This design comes from an exercise in tuning for small area on the open sky130 flow, not from production work. At most, simulation tests tie the RTL to the original design; equivalence was not proved. The flow treats the clock pin as an ideal source. Dropping or thinning the clock tree relies on that and would not hold on a real chip.

==> run E <==
## main
module main(
    input clk,
    input rst,
    input [1:0] state_input,
    input secset,
    input minset,
    input hourset,
    input [5:0] timenum,
    output [7:0] seg,
    output [7:0] an
    );
==> module main, before the edit <==
module main(
    input clk,
    input rst,
    input [1:0] state_input,
    input secset,
    input minset,
    input hourset,
    input [5:0] timenum,
    output [7:0] seg,
    output [7:0] an
    );
localparam [16:0] d1_P = 17'b00110010010100100;
localparam [16:0] d1_R = 17'b00111100010100011;    
localparam [16:0] d1_X = 17'b00111111111010110;    
localparam [16:0] d1_M = 17'b11111111011111011;    
reg [16:0] d1_q;
wire [16:0] d1 = d1_q ^ d1_P;
wire tick_s = (d1 & d1_M) == (d1_X & d1_M);
wire [16:0] d1_n = {d1[15:0], d1[16] ^ d1[2]} ^ (tick_s ? 17'd8 : 17'd0);
localparam [16:0] d1_F = 17'b01010110111101101;    
always @(posedge clk)
    d1_q <= rst ? (((d1_R ^ d1_P) & d1_F) | ({d1_q[15:0], 1'b0} & ~d1_F))
               : (d1_n ^ d1_P);
localparam [6:0] d2_P = 7'b1100100;
localparam [6:0] d2_R = 7'b0011011;    
localparam [6:0] d2_X = 7'b1100001;    
localparam [6:0] d2_M = 7'b1111101;    
reg [6:0] d2_q;
wire [6:0] d2 = d2_q ^ d2_P;
wire step = (d2 & d2_M) == (d2_X & d2_M);
wire [6:0] d2_n = {d2[5:0], d2[6] ^ d2[2]} ^ (step ? 7'd8 : 7'd0);
localparam [6:0] d2_F = 7'b0101101;    
always @(posedge clk)
    d2_q <= rst ? (((d2_R ^ d2_P) & d2_F) | ({d2_q[5:0], 1'b0} & ~d2_F))
               : (d2_n ^ d2_P);
wire run  = state_input == 2'b00;
wire setm = state_input[0] ^ state_input[1];
wire ldm  = state_input == 2'b11;
wire [5:0] num0_n = ~timenum | {6{rst}};    
wire tick_m, tick_h;
reg [5:0] sec, sec_reg_n;                
always @(posedge clk)
    if (rst || (setm && secset && !tick_s)) sec_reg_n <= num0_n;
wire sec_up = tick_s & run;                        
wire sec_ld = ~tick_s & ldm & secset & ~rst;          
wire sec_wrap = sec == 6'd59;
wire sec_clr = rst | sec_ld | (sec_up & sec_wrap);
wire [5:0] sec_c;                                   
assign sec_c[0] = sec_up;
assign sec_c[1] = sec_c[0] & sec[0];
assign sec_c[2] = sec_c[1] & sec[1];
assign sec_c[3] = sec_c[2] & sec[2];
assign sec_c[4] = sec_c[3] & sec[3];
assign sec_c[5] = sec_c[4] & sec[4];
always @(posedge clk)
    sec <= (~sec_reg_n & {6{sec_ld}}) | ({6{~sec_clr}} & (sec ^ sec_c));
reg sec60sig;
always @(posedge clk)
    sec60sig <= ~rst & (sec_up ? sec_wrap : sec60sig);
reg [5:0] min, min_reg_n;                
always @(posedge clk)
    if (rst || (setm && minset && !tick_m)) min_reg_n <= num0_n;
wire min_up = tick_m & run;                        
wire min_ld = ~tick_m & ldm & minset & ~rst;          
wire min_wrap = min == 6'd59;
wire min_clr = rst | min_ld | (min_up & min_wrap);
wire [5:0] min_c;                                   
assign min_c[0] = min_up;
assign min_c[1] = min_c[0] & min[0];
assign min_c[2] = min_c[1] & min[1];
assign min_c[3] = min_c[2] & min[2];
assign min_c[4] = min_c[3] & min[3];
assign min_c[5] = min_c[4] & min[4];
always @(posedge clk)
    min <= (~min_reg_n & {6{min_ld}}) | ({6{~min_clr}} & (min ^ min_c));
reg min60sig;
always @(posedge clk)
    min60sig <= ~rst & (min_up ? min_wrap : min60sig);
reg [5:0] hour, hour_reg_n;                
always @(posedge clk)
    if (rst || (setm && hourset && !tick_h)) hour_reg_n <= num0_n;
wire hour_up = tick_h & run;                        
wire hour_ld = ~tick_h & ldm & hourset & ~rst;          
wire hour_wrap = hour == 6'd23;
wire hour_clr = rst | hour_ld | (hour_up & hour_wrap);
wire [5:0] hour_c;                                   
assign hour_c[0] = hour_up;
assign hour_c[1] = hour_c[0] & hour[0];
assign hour_c[2] = hour_c[1] & hour[1];
assign hour_c[3] = hour_c[2] & hour[2];
assign hour_c[4] = hour_c[3] & hour[3];
assign hour_c[5] = hour_c[4] & hour[4];
always @(posedge clk)
    hour <= (~hour_reg_n & {6{hour_ld}}) | ({6{~hour_clr}} & (hour ^ hour_c));
reg s_now, s_before, m_now, m_before;
always @(posedge clk) begin
    s_now <= sec60sig;
    s_before <= s_now;
    m_now <= min60sig;
    m_before <= m_now;
end
assign tick_m = s_now & ~s_before;
assign tick_h = m_now & ~m_before;
reg [2:0] sc;
reg [3:0] Q;
wire [2:0] k = (sc == 3'd6) ? 3'd0 : sc;       
wire [5:0] v = (k[2:1] == 2'd0) ? sec : (k[2:1] == 2'd1) ? min : hour;
wire [2:0] H = (v > 49) ? 3'd5 : (v > 39) ? 3'd4 : (v > 29) ? 3'd3 :
               (v > 19) ? 3'd2 : (v > 9) ? 3'd1 : 3'd0;
wire [5:0] Lw = v - H * 4'd10;
wire [3:0] dig = k[0] ? {1'b0, H} : Lw[3:0];
always @(posedge clk, posedge rst)
    if (rst) begin
        sc <= 3'd0;
        Q <= 4'hF;
    end else if (step) begin
        sc <= k + 3'd1;
        Q <= dig;
    end
assign an[7:6] = 2'b11;
genvar i;
generate for (i = 0; i < 6; i = i + 1) begin : g_an
    assign an[i] = sc != (i + 1);
end endgenerate
reg [6:0] sg;
always @* begin
    case (Q)
        4'd0: sg = 7'h40;
        4'd1: sg = 7'h79;
        4'd2: sg = 7'h24;
        4'd3: sg = 7'h30;
        4'd4: sg = 7'h19;
        4'd5: sg = 7'h12;
        4'd6: sg = 7'h02;
        4'd7: sg = 7'h78;
        4'd8: sg = 7'h00;
        4'd9: sg = 7'h10;
        default: sg = 7'h7F;
    endcase
end
assign seg = {1'b1, sg};
endmodule
export LEC_CHECK = 0
export ABC_AREA = 1
export CAP_MARGIN = 20
export CORE_MARGIN = 2
export CORE_UTILIZATION = 70
export SLEW_MARGIN = 20
create_clock -name core_clock -period 10.0 [get_ports {clk}]
standard.sh (not shown) runs the stock make flow with config.mk's settings and CLKGATE_MAP_FILE= SYNTH_SCRIPT=/design/flow/synth_recipe.tcl, a recipe that flattens the netlist after the stock synthesis.
==> flow/flow/run.sh <==
#!/bin/bash
# The standard layout (standard.sh) with three changes:
#  - synthesis is synth_recipe.tcl unchanged except that ABC maps the logic
#    with flow/area.abc (an area-only script) instead of ORFS's script
#    (my_synth.tcl), and adders are left to ABC instead of being mapped to
#    half/full adder cells first (ADDER_MAP_FILE empty); registers are
#    mapped by the same dfflibmap step, so they are the same;
#  - port buffers use the smallest buffer (buf_1);
#  - the clock tree is one level of buffers fed by the clock port (cts_hook.tcl).
# Every tool's output goes to standard.log (and ORFS's own logs under orfs/logs).
set -euo pipefail
WORK="$(cd "$(dirname "$0")/.." && pwd)"
cd "$WORK"
export FLOW_SYNTH_TCL="$WORK/synth_recipe.tcl"
export MY_ABC_SCRIPT="$WORK/flow/area.abc"
export ADDER_MAP_FILE=
export BUFFER_PORTS_ARGS="-buffer_cell sky130_fd_sc_hd__buf_1"
export PRE_CTS_TCL="$WORK/flow/cts_hook.tcl"
export CTS_LEAVES=4
export CTS_LEAF_BUF=sky130_fd_sc_hd__clkbuf_8
sed "s#SYNTH_SCRIPT=[^ ]*#SYNTH_SCRIPT=$WORK/flow/my_synth.tcl#" standard.sh > my_standard.sh
grep -q "SYNTH_SCRIPT=$WORK/flow/my_synth.tcl" my_standard.sh
bash my_standard.sh > standard.log 2>&1
==> flow/flow/area.abc <==
strash
ifraig
scorr
dc2
strash
dch -f
amap -F 100 -A 100
topo
==> flow/flow/cts_hook.tcl <==
# Replaces clock tree synthesis with one level of clock buffers: the register
# clock pins are split into CTS_LEAVES groups of nearby registers (recursive
# halving along the longer side), each group gets one buffer at its centre,
# and the clock port drives those buffers directly. Every register is one
# buffer away from the clock port.
proc split_groups {pins k} {
  if {$k <= 1 || [llength $pins] < 2} { return [list $pins] }
  set xs {}; set ys {}
  foreach p $pins { lappend xs [lindex $p 1]; lappend ys [lindex $p 2] }
  set dx [expr {[tcl::mathfunc::max {*}$xs] - [tcl::mathfunc::min {*}$xs]}]
  set dy [expr {[tcl::mathfunc::max {*}$ys] - [tcl::mathfunc::min {*}$ys]}]
  set idx [expr {$dx >= $dy ? 1 : 2}]
  set sorted [lsort -real -index $idx $pins]
  set k1 [expr {$k / 2}]
  set n1 [expr {int(round([llength $pins] * double($k1) / $k))}]
  return [concat [split_groups [lrange $sorted 0 [expr {$n1 - 1}]] $k1] \
                 [split_groups [lrange $sorted $n1 end] [expr {$k - $k1}]]]
}
proc clock_tree_synthesis {args} {
  set block [ord::get_db_block]
  set dbu [$block getDbUnitsPerMicron]
  set clk_net [$block findNet clk]
  set pins {}
  foreach pin [get_pins -of_objects [get_nets clk]] {
    if {[get_property $pin direction] != "input"} { continue }
    set inst [[sta::sta_to_db_pin $pin] getInst]
    set bb [$inst getBBox]
    set x [expr {([$bb xMin] + [$bb xMax]) / 2.0 / $dbu}]
    set y [expr {([$bb yMin] + [$bb yMax]) / 2.0 / $dbu}]
    lappend pins [list $pin $x $y]
  }
  set k $::env(CTS_LEAVES)
  set g 0
  foreach grp [split_groups $pins $k] {
    set sx 0; set sy 0; set names {}
    foreach p $grp {
      lappend names [lindex $p 0]
      set sx [expr {$sx + [lindex $p 1]}]
      set sy [expr {$sy + [lindex $p 2]}]
    }
    set n [llength $grp]
    set x [expr {$sx / $n}]
    set y [expr {$sy / $n}]
    puts "cts_hook: group $g: $n clock pins, buffer at ($x, $y)"
    insert_buffer -buffer_cell $::env(CTS_LEAF_BUF) -net clk \
      -load_pins $names -location [list $x $y] \
      -buffer_name clkbuf_leaf_$g -net_name clknet_leaf_$g
    incr g
  }
  foreach inst [$block getInsts] {
    if {[[$inst getMaster] getName] == $::env(CTS_LEAF_BUF)} {
      foreach it [$inst getITerms] {
        set net [$it getNet]
        if {$net != "NULL" && [$it isOutputSignal]} { $net setSigType CLOCK }
      }
    }
  }
  $clk_net setSigType CLOCK
}
Other scripts of this flow, unchanged in this note and not shown: flow/flow/my_synth.tcl
==> run M (differences from run E) <==
--- a/flow/design.v
+++ b/flow/design.v
@@ -105,4 +105,18 @@
 reg [2:0] sc;
-reg [3:0] Q;
-wire [2:0] k = (sc == 3'd6) ? 3'd0 : sc;       
+reg [3:0] Q_n;                  
+wire [3:0] Q = ~Q_n;
+reg [2:0] k;                                   
+reg [2:0] sc_n;
+always @* begin
+    case (sc)
+    3'd0: begin k = 3'd0; sc_n = 3'd1; end
+    3'd1: begin k = 3'd1; sc_n = 3'd2; end
+    3'd2: begin k = 3'd2; sc_n = 3'd3; end
+    3'd3: begin k = 3'd3; sc_n = 3'd6; end
+    3'd6: begin k = 3'd4; sc_n = 3'd7; end
+    3'd7: begin k = 3'd5; sc_n = 3'd4; end
+    3'd4: begin k = 3'd0; sc_n = 3'd1; end
+    default: begin k = 3'd0; sc_n = 3'd0; end
+    endcase
+end
 wire [5:0] v = (k[2:1] == 2'd0) ? sec : (k[2:1] == 2'd1) ? min : hour;
@@ -115,11 +129,12 @@
         sc <= 3'd0;
-        Q <= 4'hF;
+        Q_n <= 4'h0;
     end else if (step) begin
-        sc <= k + 3'd1;
-        Q <= dig;
+        sc <= sc_n;
+        Q_n <= ~dig;
     end
 assign an[7:6] = 2'b11;
+localparam [17:0] AN_CODE = {3'd4, 3'd7, 3'd6, 3'd3, 3'd2, 3'd1};
 genvar i;
 generate for (i = 0; i < 6; i = i + 1) begin : g_an
-    assign an[i] = sc != (i + 1);
+    assign an[i] = sc != AN_CODE[3*i +: 3];
 end endgenerate
--- a/flow/flow/run.sh
+++ b/flow/flow/run.sh
@@ -19,3 +19,3 @@
 export CTS_LEAVES=4
-export CTS_LEAF_BUF=sky130_fd_sc_hd__clkbuf_8
+export CTS_LEAF_BUF=sky130_fd_sc_hd__clkbuf_4
 sed "s#SYNTH_SCRIPT=[^ ]*#SYNTH_SCRIPT=$WORK/flow/my_synth.tcl#" standard.sh > my_standard.sh
- CORE_UTILIZATION: 70 -> 85
==> run P (differences from run E) <==
==> flow/design.v (replaced) <==
`timescale 1ns / 1ps
module main(
    input clk,
    input rst,
    input [1:0] state_input,
    input secset,
    input minset,
    input hourset,
    input [5:0] timenum,
    output [7:0] seg,
    output [7:0] an
    );
localparam [16:0] d1_P = 17'b00110010010100100;
localparam [16:0] d1_R = 17'b00111100010100011;    
localparam [16:0] d1_X = 17'b00111111111010110;    
localparam [16:0] d1_M = 17'b11111111011111011;    
reg [16:0] d1_q;
wire [16:0] d1 = d1_q ^ d1_P;
wire tick_s = (d1 & d1_M) == (d1_X & d1_M);
wire [16:0] d1_n = {d1[15:0], d1[16] ^ d1[2]} ^ (tick_s ? 17'd8 : 17'd0);
localparam [16:0] d1_F = 17'b01010110111101101;    
always @(posedge clk)
    d1_q <= rst ? (((d1_R ^ d1_P) & d1_F) | ({d1_q[15:0], 1'b0} & ~d1_F))
               : (d1_n ^ d1_P);
localparam [6:0] d2_P = 7'b1100100;
localparam [6:0] d2_R = 7'b0011011;    
localparam [6:0] d2_X = 7'b1100001;    
localparam [6:0] d2_M = 7'b1111101;    
reg [6:0] d2_q;
wire [6:0] d2 = d2_q ^ d2_P;
wire step = (d2 & d2_M) == (d2_X & d2_M);
wire [6:0] d2_n = {d2[5:0], d2[6] ^ d2[2]} ^ (step ? 7'd8 : 7'd0);
localparam [6:0] d2_F = 7'b0101101;    
always @(posedge clk)
    d2_q <= rst ? (((d2_R ^ d2_P) & d2_F) | ({d2_q[5:0], 1'b0} & ~d2_F))
               : (d2_n ^ d2_P);
wire run  = state_input == 2'b00;
wire setm = state_input[0] ^ state_input[1];
wire ldm  = state_input == 2'b11;
wire [5:0] num0 = timenum & {6{~rst}};
reg [5:0] sec, sec_reg;
always @(posedge clk)
    if (rst || (setm && secset && !tick_s)) sec_reg <= num0;
reg sec60sig;
always @(posedge clk)
    if (rst) begin
        sec <= 0; sec60sig <= 0;
    end else if (tick_s) begin
        if (run) begin
            sec <= (sec == 59) ? 6'd0 : sec + 6'd1;
            sec60sig <= (sec == 59);
        end
    end else begin
        if (ldm && secset) sec <= sec_reg;
    end
reg s_now, s_before;
always @(posedge clk) begin
    s_now <= sec60sig;
    s_before <= s_now;
end
wire tick_m = s_now & ~s_before;
reg [5:0] min, min_reg;
always @(posedge clk)
    if (rst || (setm && minset && !tick_m)) min_reg <= num0;
reg min60sig;
always @(posedge clk)
    if (rst) begin
        min <= 0; min60sig <= 0;
    end else if (tick_m) begin
        if (run) begin
            min <= (min == 59) ? 6'd0 : min + 6'd1;
            min60sig <= (min == 59);
        end
    end else begin
        if (ldm && minset) min <= min_reg;
    end
reg m_now, m_before;
always @(posedge clk) begin
    m_now <= min60sig;
    m_before <= m_now;
end
wire tick_h = m_now & ~m_before;
reg [5:0] hour, hour_reg;
always @(posedge clk)
    if (rst || (setm && hourset && !tick_h)) hour_reg <= num0;
always @(posedge clk)
    if (rst) begin
        hour <= 0;
    end else if (tick_h) begin
        if (run)
            hour <= (hour == 23) ? 6'd0 : hour + 6'd1;
    end else begin
        if (ldm && hourset) hour <= hour_reg;
    end
reg [2:0] sc;
reg [3:0] Q;
wire [2:0] k = (sc == 3'd6) ? 3'd0 : sc;       
wire [5:0] v = (k[2:1] == 2'd0) ? sec : (k[2:1] == 2'd1) ? min : hour;
wire [2:0] H = (v > 49) ? 3'd5 : (v > 39) ? 3'd4 : (v > 29) ? 3'd3 :
               (v > 19) ? 3'd2 : (v > 9) ? 3'd1 : 3'd0;
wire [5:0] Lw = v - H * 4'd10;
wire [3:0] dig = k[0] ? {1'b0, H} : Lw[3:0];
always @(posedge clk, posedge rst)
    if (rst) begin
        sc <= 3'd0;
        Q <= 4'hF;
    end else if (step) begin
        sc <= k + 3'd1;
        Q <= dig;
    end
assign an[7:6] = 2'b11;
genvar i;
generate for (i = 0; i < 6; i = i + 1) begin : g_an
    assign an[i] = sc != (i + 1);
end endgenerate
reg [6:0] sg;
always @* begin
    case (Q)
        4'd0: sg = 7'h40;
        4'd1: sg = 7'h79;
        4'd2: sg = 7'h24;
        4'd3: sg = 7'h30;
        4'd4: sg = 7'h19;
        4'd5: sg = 7'h12;
        4'd6: sg = 7'h02;
        4'd7: sg = 7'h78;
        4'd8: sg = 7'h00;
        4'd9: sg = 7'h10;
        default: sg = 7'h7F;
    endcase
end
assign seg = {1'b1, sg};
endmodule
--- a/flow/flow/run.sh
+++ b/flow/flow/run.sh
@@ -4,5 +4,3 @@
 #    with flow/area.abc (an area-only script) instead of ORFS's script
-#    (my_synth.tcl), and adders are left to ABC instead of being mapped to
-#    half/full adder cells first (ADDER_MAP_FILE empty); registers are
-#    mapped by the same dfflibmap step, so they are the same;
+#    (my_synth.tcl); registers are mapped before ABC, so they are the same;
 #  - port buffers use the smallest buffer (buf_1);
@@ -15,3 +13,2 @@
 export MY_ABC_SCRIPT="$WORK/flow/area.abc"
-export ADDER_MAP_FILE=
 export BUFFER_PORTS_ARGS="-buffer_cell sky130_fd_sc_hd__buf_1"
==> flow/flow/area.abc (replaced) <==
strash
dc2
dch -f
amap
topo
- CORE_UTILIZATION: 70 -> 40
==> run H (differences from run E) <==
--- a/flow/design.v
+++ b/flow/design.v
@@ -105,3 +105,4 @@
 reg [2:0] sc;
-reg [3:0] Q;
+reg [3:0] Q_n;                  
+wire [3:0] Q = ~Q_n;
 wire [2:0] k = (sc == 3'd6) ? 3'd0 : sc;       
@@ -115,6 +116,6 @@
         sc <= 3'd0;
-        Q <= 4'hF;
+        Q_n <= 4'h0;
     end else if (step) begin
         sc <= k + 3'd1;
-        Q <= dig;
+        Q_n <= ~dig;
     end
--- a/flow/flow/run.sh
+++ b/flow/flow/run.sh
@@ -1,3 +1,3 @@
 #!/bin/bash
-# The standard layout (standard.sh) with three changes:
+# The standard layout (standard.sh) with these changes:
 #  - synthesis is synth_recipe.tcl unchanged except that ABC maps the logic
@@ -7,3 +7,4 @@
 #    mapped by the same dfflibmap step, so they are the same;
-#  - port buffers use the smallest buffer (buf_1);
+#  - port buffers use the smallest buffer (buf_1), and the constant outputs
+#    share one tie cell (SKIP_REPAIR_TIE_FANOUT);
 #  - the clock tree is one level of buffers fed by the clock port (cts_hook.tcl).
@@ -16,6 +17,7 @@
 export ADDER_MAP_FILE=
+export SKIP_REPAIR_TIE_FANOUT=1
 export BUFFER_PORTS_ARGS="-buffer_cell sky130_fd_sc_hd__buf_1"
 export PRE_CTS_TCL="$WORK/flow/cts_hook.tcl"
-export CTS_LEAVES=4
-export CTS_LEAF_BUF=sky130_fd_sc_hd__clkbuf_8
+export CTS_LEAVES=2
+export CTS_LEAF_BUF=sky130_fd_sc_hd__clkbuf_16
 sed "s#SYNTH_SCRIPT=[^ ]*#SYNTH_SCRIPT=$WORK/flow/my_synth.tcl#" standard.sh > my_standard.sh
==> qor summary <==
Run status: run E finished clean; run H finished clean; run P finished clean; run M aborted with a tool error
Failing step: run E -; run H -; run P -; run M global placement without I/O (3_1_place_gp_skip_io)
Multi-input gate area: run E 969.7 um^2; run H 987.2 um^2; run P 0.001355 mm^2; run M -
Shortest clock period the worst path allows after layout: run E 4168 ps; run H 4176 ps; run P 3867 ps; run M -
Largest stage delay on the critical path: run E 830 ps; run H 830 ps; run P 510 ps; run M -
FF+latch count: run E 73; run H 73; run P 73; run M -
Source-to-sink clock delay at the later pin of the worst-skew pair: run E 170 ps; run H 180 ps; run P 170 ps; run M -
Routed met3 length: run E 291 um; run H 264 um; run P 280 um; run M -
Global-route wire length before repair: run E 8.804 mm; run H 8.604 mm; run P 10.90 mm; run M -
Antenna diode instance count: run E 0; run H 0; run P 0; run M -
Pre-CTS setup slack: run E 5585 ps; run H 5597 ps; run P 5892 ps; run M -
Category of the worst setup path capture point: run E flop; run H flop; run P flop; run M -
Final worst setup slack: run E 5832 ps; run H 5824 ps; run P 6133 ps; run M -
Initial DRC Count: run E 173; run H 162; run P 169; run M -
Resized Gates After CTS: run E 0; run H 0; run P 0; run M -
Synth Cell Area: run E 0.002831 mm^2; run H 0.002821 mm^2; run P 0.003209 mm^2; run M 0.002806 mm^2
Most utilized layer in the global route result: run E met2; run H met2; run P met2; run M -
Only the layout flow was run in run M and run P; the RTL was not checked for function there. The clock cells of run E, run P and run H come from the design's own scripts or RTL, not from TritonCTS.

## what the ideal ports hide
The flow's constraints put no driver on any port. The routed layouts listed below were extracted and timed again, unchanged, in two steps.
Step 1 (the two cells are an assumption about what drives the block):
set clk [get_ports {clk}]
set_driving_cell -lib_cell sky130_fd_sc_hd__clkbuf_16 $clk
set_driving_cell -lib_cell sky130_fd_sc_hd__buf_2 [delete_from_list [all_inputs] $clk]
Step 2 times the ports against the registers' clock, not the clock port: input delays grow and output delays shrink by t, the midpoint of the rising clock arrivals with the driver on.
Slacks: ideal ports / drivers / drivers and shift; pairs: ideal ports / drivers.
| run | shift t [ns] | setup WS [ns] | worst setup path at the end | cell pins on the clock port's net |
|---|---|---|---|---|
| run E | 0.216 | 5.832 / 5.861 / 5.645 | input to register | 4 |
| run P | 0.217 | 6.133 / 6.133 / 5.962 | input to register | 4 |
| run H | 0.224 | 5.824 / 5.842 / 5.618 | input to register | 2 |
After both steps setup and hold are still met in every run listed. The setup slack of run H, which loses most, moves by +0.018 ns with the drivers and by -0.206 ns with both steps.
